From an optimization exercise on the open Yosys and OpenROAD flow, aimed at small area, a short achievable clock period and few clock cycles; shortcuts taken in it are not production practice.
Only simulation tests tie the RTL to the original design; equivalence was not proved.
Power is estimated from default activity; no workload was simulated.

==> job 7146 <==
Design execute, start of the top module:
module execute
(
 input  logic                           clk_i,
 input  logic                           rst_ni,
 input  logic                           ctrl_i,
 input  logic  [DATA_WIDTH-1:0]         op_a_i,
 input  logic  [DATA_WIDTH-1:0]         op_b_i,
 input  logic  [4:0]                    ALU_OP,
 output logic  [DATA_WIDTH-1:0]         alu_res_o,
 output logic                           branch_taken_o,
 output logic                           stall_o
);
clock: 12.0 ns
lec_check: 0
cap_margin: 20
core_margin: 2
core_utilization: 35
place_density: 0.5
setup_slack_margin: 5
slew_margin: 20
tns_end_percent: 10
run.sh (not shown) runs the stock make flow with config.mk's settings and CLKGATE_MAP_FILE= SYNTH_SCRIPT=/design/flow/synth_recipe.tcl, a recipe that flattens the netlist after the stock synthesis.
==> job 5685: changes against job 7146 <==
--- a/flow/design.v
+++ b/flow/design.v
@@ -44,17 +44,19 @@
     assign idx = (ph == 2'd0) ? 2'd0 : 2'(3'd4 - it[2:0]);
     logic last_chunk;
     assign last_chunk = (ph != 2'd0) && (it == 5'd1);
     logic [32:0] A;                        
     assign A = {sgna & a_i[31], a_i};
+    logic [31:7] bq;
+    always_ff @(posedge clk_i) bq <= b_i[31:7];
     logic [8:0] bw;                        
     always_comb begin
         case (idx)
             2'd0:    bw = {b_i[7:0], 1'b0};
-            2'd1:    bw = b_i[15:7];
-            2'd2:    bw = b_i[23:15];
-            default: bw = b_i[31:23];
+            2'd1:    bw = bq[15:7];
+            2'd2:    bw = bq[23:15];
+            default: bw = bq[31:23];
         endcase
     end
     logic [NW-1:0] rows [4];
     logic [3:0]    negs;
     always_comb begin
@@ -74,11 +76,11 @@
         for (int j = 0; j < 3; j++) rows[j+1][2*j] = negs[j];
     end
     logic sgnb_q;
     always_ff @(posedge clk_i) sgnb_q <= sgnb;
     logic t;
-    assign t = last_chunk & ~sgnb_q & b_i[31];
+    assign t = last_chunk & ~sgnb_q & bq[31];
     logic [32:0] Ac;
     assign Ac = A & {33{t}};
     logic [8:0] lsum;
     assign lsum = {1'b0, sl} + {1'b0, cl};
     logic first;
@@ -93,16 +95,16 @@
         logic [NW-1:0] s, c;
         s = x ^ y ^ z;
         c = (x & y) | (x & z) | (y & z);
         csa = {c[NW-2:0], 1'b0, s};
     endfunction
-    logic [NW-1:0] s1, c1, s2, c2, s3, c3, s4, c4, s5, c5;
+    logic [NW-1:0] se, ce, s1, c1, s2, c2, s3, c3, s5, c5;
+    assign {ce, se} = csa(sin, cin, xrow);
     assign {c1, s1} = csa(rows[0], rows[1], rows[2]);
-    assign {c2, s2} = csa(rows[3], xrow, sin);
+    assign {c2, s2} = csa(rows[3], se, ce);
     assign {c3, s3} = csa(s1, c1, s2);
-    assign {c4, s4} = csa(c2, cin, s3);
-    assign {c5, s5} = csa(c3, s4, c4);
+    assign {c5, s5} = csa(s3, c3, c2);
     localparam logic [31:0] KHI = 32'h5555_5556;   
     logic [31:0] fs, fc, hi;
     assign fs = sa[31:0] ^ ca[31:0] ^ KHI;
     assign fc = {((sa[30:0] & ca[30:0]) | (sa[30:0] & KHI[30:0]) | (ca[30:0] & KHI[30:0])), 1'b0};
     assign hi = fs + fc + {31'd0, lsum[8]};
@@ -115,12 +117,13 @@
             cneg[k] = x[k] ^ (n & ((k == 0) ? 1'b0 : |(x & ((32'd1 << k) - 32'd1))));
     endfunction
     logic [31:0] abs_a, abs_b;
     assign abs_a = cneg(a_i, dsigned & a_i[31]);
     assign abs_b = cneg(b_i, dsigned & b_i[31]);
-    logic bz;
+    logic bz, bz_q;                        
     assign bz = (b_i == 32'd0);
+    always_ff @(posedge clk_i) bz_q <= bz;
     function automatic logic [5:0] bitlen(input logic [31:0] x);
         bitlen = 6'd0;
         for (int k = 0; k < 32; k++)
             if (x[k]) bitlen = 6'(k + 1);
     endfunction
@@ -130,12 +133,17 @@
     logic [5:0] len_r, len_d;
     logic [6:0] sdiff;
     assign len_r = bitlen(acc);
     assign len_d = bitlen(dv);
     assign sdiff = {1'b0, len_r} - {1'b0, len_d};
-    logic q_zero;                  
-    assign q_zero = sdiff[6] | (len_d == 6'd0);
+    function automatic logic [31:0] smear(input logic [31:0] x);   
+        smear = x;
+        for (int k = 1; k < 32; k = k * 2) smear = smear | (smear >> k);
+    endfunction
+    logic q_zero, q_zero_q;
+    assign q_zero = ((abs_b & ~smear(abs_a)) != 32'd0) | bz;
+    always_ff @(posedge clk_i) q_zero_q <= q_zero;
     assign sh_use_o = (ph == 2'd1);
     assign sh_val_o = dv;
     assign sh_amt_o = sdiff[4:0];
     logic [32:0] trial;
     logic        ge;
@@ -147,19 +155,19 @@
     logic [31:0] r_next, q_next;
     assign r_next = ph[1] ? r1 : acc;
     assign q_next = ph[1] ? q1 : lo;
     logic neg;
     logic [31:0] dsel, dres;
-    assign neg  = dsigned & (op_i[0] ? a_i[31] : (a_i[31] ^ b_i[31]) & ~bz);
+    assign neg  = dsigned & (op_i[0] ? a_i[31] : (a_i[31] ^ b_i[31]) & ~bz_q);
     assign dsel = op_i[0] ? r_next : q_next;
     assign dres = cneg(dsel, neg);
     assign res_o = is_mul ? mres : dres;
     logic done;
     always_comb begin
         done = 1'b0;
         if (is_mul || is_br) done = (ph == 2'd2) && (it == 5'd0);
-        if (is_div) done = ((ph == 2'd1) && q_zero) || ((ph == 2'd2) && (it == 5'd0));
+        if (is_div) done = ((ph == 2'd1) && q_zero_q) || ((ph == 2'd2) && (it == 5'd0));
     end
     assign stall_o = (is_mul | is_div | is_br) & ~done;
     always_ff @(posedge clk_i or negedge rst_ni) begin
         if (!rst_ni) begin
             ph <= 2'd0;
@@ -204,15 +212,13 @@
  input  logic  [4:0]                    ALU_OP,
  output logic  [DATA_WIDTH-1:0]         alu_res_o,
  output logic                           branch_taken_o,
  output logic                           stall_o
 );
-    logic        sub;
-    logic [31:0] addsub;
-    assign sub    = (ALU_OP == FUNCT3_SUB);
-    assign addsub = op_a_i + (op_b_i ^ {32{sub}}) + {31'd0, sub};
-    logic [32:0] diff;                    
+    logic [31:0] sum;
+    assign sum = op_a_i + op_b_i;
+    logic [32:0] diff;
     logic        ltu, lts, eq;
     assign diff = {1'b0, op_a_i} - {1'b0, op_b_i};
     assign ltu  = diff[32];
     assign lts  = (op_a_i[31] ^ op_b_i[31]) ? op_a_i[31] : diff[31];
     assign eq   = (op_a_i == op_b_i);
@@ -265,11 +271,12 @@
     end
     logic [31:0] res;
     always_comb begin
         res = 32'd0;
         case (ALU_OP)
-            5'd0, 5'd1: res = addsub;
+            5'd0:       res = sum;
+            5'd1:       res = diff[31:0];
             5'd2:       res = sh_res;
             5'd3:       res = {31'd0, lts};
             5'd4:       res = {31'd0, ltu};
             5'd5, 5'd17: res = op_a_i ^ op_b_i;
             5'd6, 5'd9: res = sh_out;
==> flow/flow/run.sh (new file) <==
#!/bin/bash
# The standard layout (standard.sh, unchanged synthesis), with two changes to
# how the layout is made:
#  - the port buffers that placement inserts are buf_4; left to itself,
#    buffer_ports picks clkdlybuf4s50_1, a slow delay buffer;
#  - timing repair aims at a larger setup margin than config.mk may set, and
#    works on the worst 3% of the failing endpoints.
# The clock period, constraints and every other setting are the standard ones.
export BUFFER_PORTS_ARGS="-buffer_cell sky130_fd_sc_hd__buf_4"
export SETUP_SLACK_MARGIN=6.0
export TNS_END_PERCENT=3
bash standard.sh > standard.log 2>&1
==> flow/standard.sh (new file) <==
#!/bin/bash
# synth_recipe.tcl (not shown) runs the flow's synth.tcl, then flattens the netlist and writes it again
# the make line also repeats each setting of config.mk as NAME=value (left out here)
make -C /OpenROAD-flow-scripts/flow DESIGN_CONFIG=/design/flow/config.mk WORK_HOME=/design/flow/orfs CLKGATE_MAP_FILE= SYNTH_SCRIPT=/design/flow/synth_recipe.tcl "${@:-finish}"
CAP_MARGIN = 30   (was 20)
CORE_UTILIZATION = 45   (was 35)
PLACE_DENSITY = 0.55   (was 0.5)
SETUP_SLACK_MARGIN = not set   (was 5)
SLEW_MARGIN = 30   (was 20)
TNS_END_PERCENT = not set   (was 10)
removed: flow/run.sh
==> job 8327: changes against job 7146 <==
--- a/flow/design.v
+++ b/flow/design.v
@@ -44,17 +44,19 @@
     assign idx = (ph == 2'd0) ? 2'd0 : 2'(3'd4 - it[2:0]);
     logic last_chunk;
     assign last_chunk = (ph != 2'd0) && (it == 5'd1);
     logic [32:0] A;                        
     assign A = {sgna & a_i[31], a_i};
+    logic [31:7] bq;
+    always_ff @(posedge clk_i) bq <= b_i[31:7];
     logic [8:0] bw;                        
     always_comb begin
         case (idx)
             2'd0:    bw = {b_i[7:0], 1'b0};
-            2'd1:    bw = b_i[15:7];
-            2'd2:    bw = b_i[23:15];
-            default: bw = b_i[31:23];
+            2'd1:    bw = bq[15:7];
+            2'd2:    bw = bq[23:15];
+            default: bw = bq[31:23];
         endcase
     end
     logic [NW-1:0] rows [4];
     logic [3:0]    negs;
     always_comb begin
@@ -74,11 +76,11 @@
         for (int j = 0; j < 3; j++) rows[j+1][2*j] = negs[j];
     end
     logic sgnb_q;
     always_ff @(posedge clk_i) sgnb_q <= sgnb;
     logic t;
-    assign t = last_chunk & ~sgnb_q & b_i[31];
+    assign t = last_chunk & ~sgnb_q & bq[31];
     logic [32:0] Ac;
     assign Ac = A & {33{t}};
     logic [8:0] lsum;
     assign lsum = {1'b0, sl} + {1'b0, cl};
     logic first;
@@ -93,16 +95,16 @@
         logic [NW-1:0] s, c;
         s = x ^ y ^ z;
         c = (x & y) | (x & z) | (y & z);
         csa = {c[NW-2:0], 1'b0, s};
     endfunction
-    logic [NW-1:0] s1, c1, s2, c2, s3, c3, s4, c4, s5, c5;
+    logic [NW-1:0] se, ce, s1, c1, s2, c2, s3, c3, s5, c5;
+    assign {ce, se} = csa(sin, cin, xrow);
     assign {c1, s1} = csa(rows[0], rows[1], rows[2]);
-    assign {c2, s2} = csa(rows[3], xrow, sin);
+    assign {c2, s2} = csa(rows[3], se, ce);
     assign {c3, s3} = csa(s1, c1, s2);
-    assign {c4, s4} = csa(c2, cin, s3);
-    assign {c5, s5} = csa(c3, s4, c4);
+    assign {c5, s5} = csa(s3, c3, c2);
     localparam logic [31:0] KHI = 32'h5555_5556;   
     logic [31:0] fs, fc, hi;
     assign fs = sa[31:0] ^ ca[31:0] ^ KHI;
     assign fc = {((sa[30:0] & ca[30:0]) | (sa[30:0] & KHI[30:0]) | (ca[30:0] & KHI[30:0])), 1'b0};
     assign hi = fs + fc + {31'd0, lsum[8]};
@@ -115,12 +117,13 @@
             cneg[k] = x[k] ^ (n & ((k == 0) ? 1'b0 : |(x & ((32'd1 << k) - 32'd1))));
     endfunction
     logic [31:0] abs_a, abs_b;
     assign abs_a = cneg(a_i, dsigned & a_i[31]);
     assign abs_b = cneg(b_i, dsigned & b_i[31]);
-    logic bz;
+    logic bz, bz_q;                        
     assign bz = (b_i == 32'd0);
+    always_ff @(posedge clk_i) bz_q <= bz;
     function automatic logic [5:0] bitlen(input logic [31:0] x);
         bitlen = 6'd0;
         for (int k = 0; k < 32; k++)
             if (x[k]) bitlen = 6'(k + 1);
     endfunction
@@ -130,12 +133,17 @@
     logic [5:0] len_r, len_d;
     logic [6:0] sdiff;
     assign len_r = bitlen(acc);
     assign len_d = bitlen(dv);
     assign sdiff = {1'b0, len_r} - {1'b0, len_d};
-    logic q_zero;                  
-    assign q_zero = sdiff[6] | (len_d == 6'd0);
+    function automatic logic [31:0] smear(input logic [31:0] x);   
+        smear = x;
+        for (int k = 1; k < 32; k = k * 2) smear = smear | (smear >> k);
+    endfunction
+    logic q_zero, q_zero_q;
+    assign q_zero = ((abs_b & ~smear(abs_a)) != 32'd0) | bz;
+    always_ff @(posedge clk_i) q_zero_q <= q_zero;
     assign sh_use_o = (ph == 2'd1);
     assign sh_val_o = dv;
     assign sh_amt_o = sdiff[4:0];
     logic [32:0] trial;
     logic        ge;
@@ -147,19 +155,19 @@
     logic [31:0] r_next, q_next;
     assign r_next = ph[1] ? r1 : acc;
     assign q_next = ph[1] ? q1 : lo;
     logic neg;
     logic [31:0] dsel, dres;
-    assign neg  = dsigned & (op_i[0] ? a_i[31] : (a_i[31] ^ b_i[31]) & ~bz);
+    assign neg  = dsigned & (op_i[0] ? a_i[31] : (a_i[31] ^ b_i[31]) & ~bz_q);
     assign dsel = op_i[0] ? r_next : q_next;
     assign dres = cneg(dsel, neg);
     assign res_o = is_mul ? mres : dres;
     logic done;
     always_comb begin
         done = 1'b0;
         if (is_mul || is_br) done = (ph == 2'd2) && (it == 5'd0);
-        if (is_div) done = ((ph == 2'd1) && q_zero) || ((ph == 2'd2) && (it == 5'd0));
+        if (is_div) done = ((ph == 2'd1) && q_zero_q) || ((ph == 2'd2) && (it == 5'd0));
     end
     assign stall_o = (is_mul | is_div | is_br) & ~done;
     always_ff @(posedge clk_i or negedge rst_ni) begin
         if (!rst_ni) begin
             ph <= 2'd0;
@@ -204,15 +212,13 @@
  input  logic  [4:0]                    ALU_OP,
  output logic  [DATA_WIDTH-1:0]         alu_res_o,
  output logic                           branch_taken_o,
  output logic                           stall_o
 );
-    logic        sub;
-    logic [31:0] addsub;
-    assign sub    = (ALU_OP == FUNCT3_SUB);
-    assign addsub = op_a_i + (op_b_i ^ {32{sub}}) + {31'd0, sub};
-    logic [32:0] diff;                    
+    logic [31:0] sum;
+    assign sum = op_a_i + op_b_i;
+    logic [32:0] diff;
     logic        ltu, lts, eq;
     assign diff = {1'b0, op_a_i} - {1'b0, op_b_i};
     assign ltu  = diff[32];
     assign lts  = (op_a_i[31] ^ op_b_i[31]) ? op_a_i[31] : diff[31];
     assign eq   = (op_a_i == op_b_i);
@@ -265,11 +271,12 @@
     end
     logic [31:0] res;
     always_comb begin
         res = 32'd0;
         case (ALU_OP)
-            5'd0, 5'd1: res = addsub;
+            5'd0:       res = sum;
+            5'd1:       res = diff[31:0];
             5'd2:       res = sh_res;
             5'd3:       res = {31'd0, lts};
             5'd4:       res = {31'd0, ltu};
             5'd5, 5'd17: res = op_a_i ^ op_b_i;
             5'd6, 5'd9: res = sh_out;
==> flow/flow/run.sh (new file) <==
#!/bin/bash
# The standard layout (standard.sh, unchanged synthesis), with two changes to
# how the layout is made:
#  - the port buffers that placement inserts are buf_4; left to itself,
#    buffer_ports picks clkdlybuf4s50_1, a slow delay buffer;
#  - timing repair aims at a larger setup margin than config.mk may set, and
#    works on the worst 10% of the failing endpoints.
# The clock period, constraints and every other setting are the standard ones.
export BUFFER_PORTS_ARGS="-buffer_cell sky130_fd_sc_hd__buf_4"
export SETUP_SLACK_MARGIN=6.5
export TNS_END_PERCENT=10
bash standard.sh > standard.log 2>&1
==> flow/standard.sh (new file) <==
#!/bin/bash
# synth_recipe.tcl (not shown) runs the flow's synth.tcl, then flattens the netlist and writes it again
# the make line also repeats each setting of config.mk as NAME=value (left out here)
make -C /OpenROAD-flow-scripts/flow DESIGN_CONFIG=/design/flow/config.mk WORK_HOME=/design/flow/orfs CLKGATE_MAP_FILE= SYNTH_SCRIPT=/design/flow/synth_recipe.tcl "${@:-finish}"
CORE_UTILIZATION = 45   (was 35)
PLACE_DENSITY = 0.55   (was 0.5)
SETUP_SLACK_MARGIN = not set   (was 5)
TNS_END_PERCENT = not set   (was 10)
removed: flow/run.sh
==> results_dict.tcl <==
set metrics [dict create \
    drive_above_1_share_pct 15.06 \
    hold_path_end "Unit.lo[23]" \
    pwr-share-clk_pct 6.0 \
    synth-async-reset-ratio_pct 22.10 \
    r2r-start "Unit.it[0]" \
    fp.dieH_um 275.1 \
    power_w 0.01045 \
    nFlopsAndLatches 181 \
    irDropWorstVdd_mv 0.3303 \
    drt_wl_total_um 204800 \
    slowest_stage "fa_1" \
    switchingPower_w 0.006529 \
    syn_nets 5169 \
    buf_share_pct 8.155 \
    crit_chain "buf_4 > clkinv_4 > nor4_4 > buf_4 > nand2_1 > o21ai_0 > a21oi_1 > fa_1 > inv_1 > fa_1 > inv_1 > fa_1 > nand2_1 > o21ai_0" \
    status "complete, no violations" \
    grt_use_met2_pct 71.79 \
    grt_max_degree 131 \
]
-- figures above: job 8327

==> results_dict.tcl <==
set metrics [dict create \
    r2r-start "Unit.ca[3]" \
    slowest_stage "and2_1" \
    nFlopsAndLatches 181 \
    switchingPower_w 0.006411 \
    fp.dieH_um 275.1 \
    grt_max_degree 88 \
    drt_wl_total_um 194500 \
    syn_nets 5169 \
    power_w 0.01015 \
    pwr-share-clk_pct 6.4 \
    synth-async-reset-ratio_pct 22.10 \
    crit_chain "buf_4 > clkinv_2 > ha_1 > nand2_1 > o22ai_1 > and2_1 > o31ai_1 > a211oi_1 > xor2_1 > a21oi_1 > a21oi_1 > o21ai_0" \
    status "complete, no violations" \
    irDropWorstVdd_mv 0.3828 \
]
-- figures above: job 5685

==> results_dict.tcl <==
set metrics [dict create \
    status "complete, no violations" \
    power_w 0.007578 \
    slowest_stage "clkdlybuf4s50_1" \
    fp.dieH_um 304.2 \
    r2r-start "Unit.sa[1]" \
    nFlopsAndLatches 155 \
    buf_share_pct 6.374 \
    grt_max_degree 93 \
    grt_use_met2_pct 53.72 \
    syn_nets 4919 \
    synth-async-reset-ratio_pct 25.81 \
    crit_chain "clkdlybuf4s50_1 > or4_4 > nor4_4 > buf_4 > nand3_2 > or4_1 > or4_4 > nor3_4 > nor4_1 > a21o_2 > o21ai_0 > xor2_1 > a21oi_1 > o21ai_0" \
    pwr-share-clk_pct 8.1 \
    initial_core_util_pct 35.16 \
    nMultiInputCombCells 3557 \
    drive_above_1_share_pct 8.949 \
    switchingPower_w 0.004549 \
    path_depth 14 \
]
-- figures above: job 7146

Testbench counts of job 7146, summed over its fixed seeds: cycles 27,986.
Testbench counts of job 5685, summed over its fixed seeds: cycles 27,986.
Testbench counts of job 8327, summed over its fixed seeds: cycles 27,986.

==> separate check: timing with driven ports <==
How much do the figures lean on ideal ports? The routed layouts below were timed once more, with nothing changed but the port constraints. Step 1: set_driving_cell puts a clkbuf_16 on clk_i and a buf_2 on each other input, an assumption about the parent block. Step 2 adds t to the input delays and takes it off the output delays; t is the mean of the earliest and latest rising clock arrival at the registers after step 1. Input paths then give back, and output paths get back, about the clock's delay inside the block. a / b / c = no drivers / after step 1 / after step 2; a / b = the first two.
run | t, ns | setup slack, ns | worst hold slack (ns) | worst setup path at the end
job 7146 | 0.569 | 4.823 / 4.849 / 4.281 | 0.484 / 0.484 / 0.484 | input to register
job 5685 | 0.583 | 5.853 / 5.858 / 5.275 | 0.498 / 0.498 / 0.498 | input to register
job 8327 | 0.592 | 5.952 / 5.794 / 5.282 | 0.490 / 0.490 / 0.490 | input to register
After both steps setup and hold are still met in every run listed. For job 8327, which loses most, drivers alone change the setup slack by -0.158 ns; drivers and shift together by -0.670 ns.
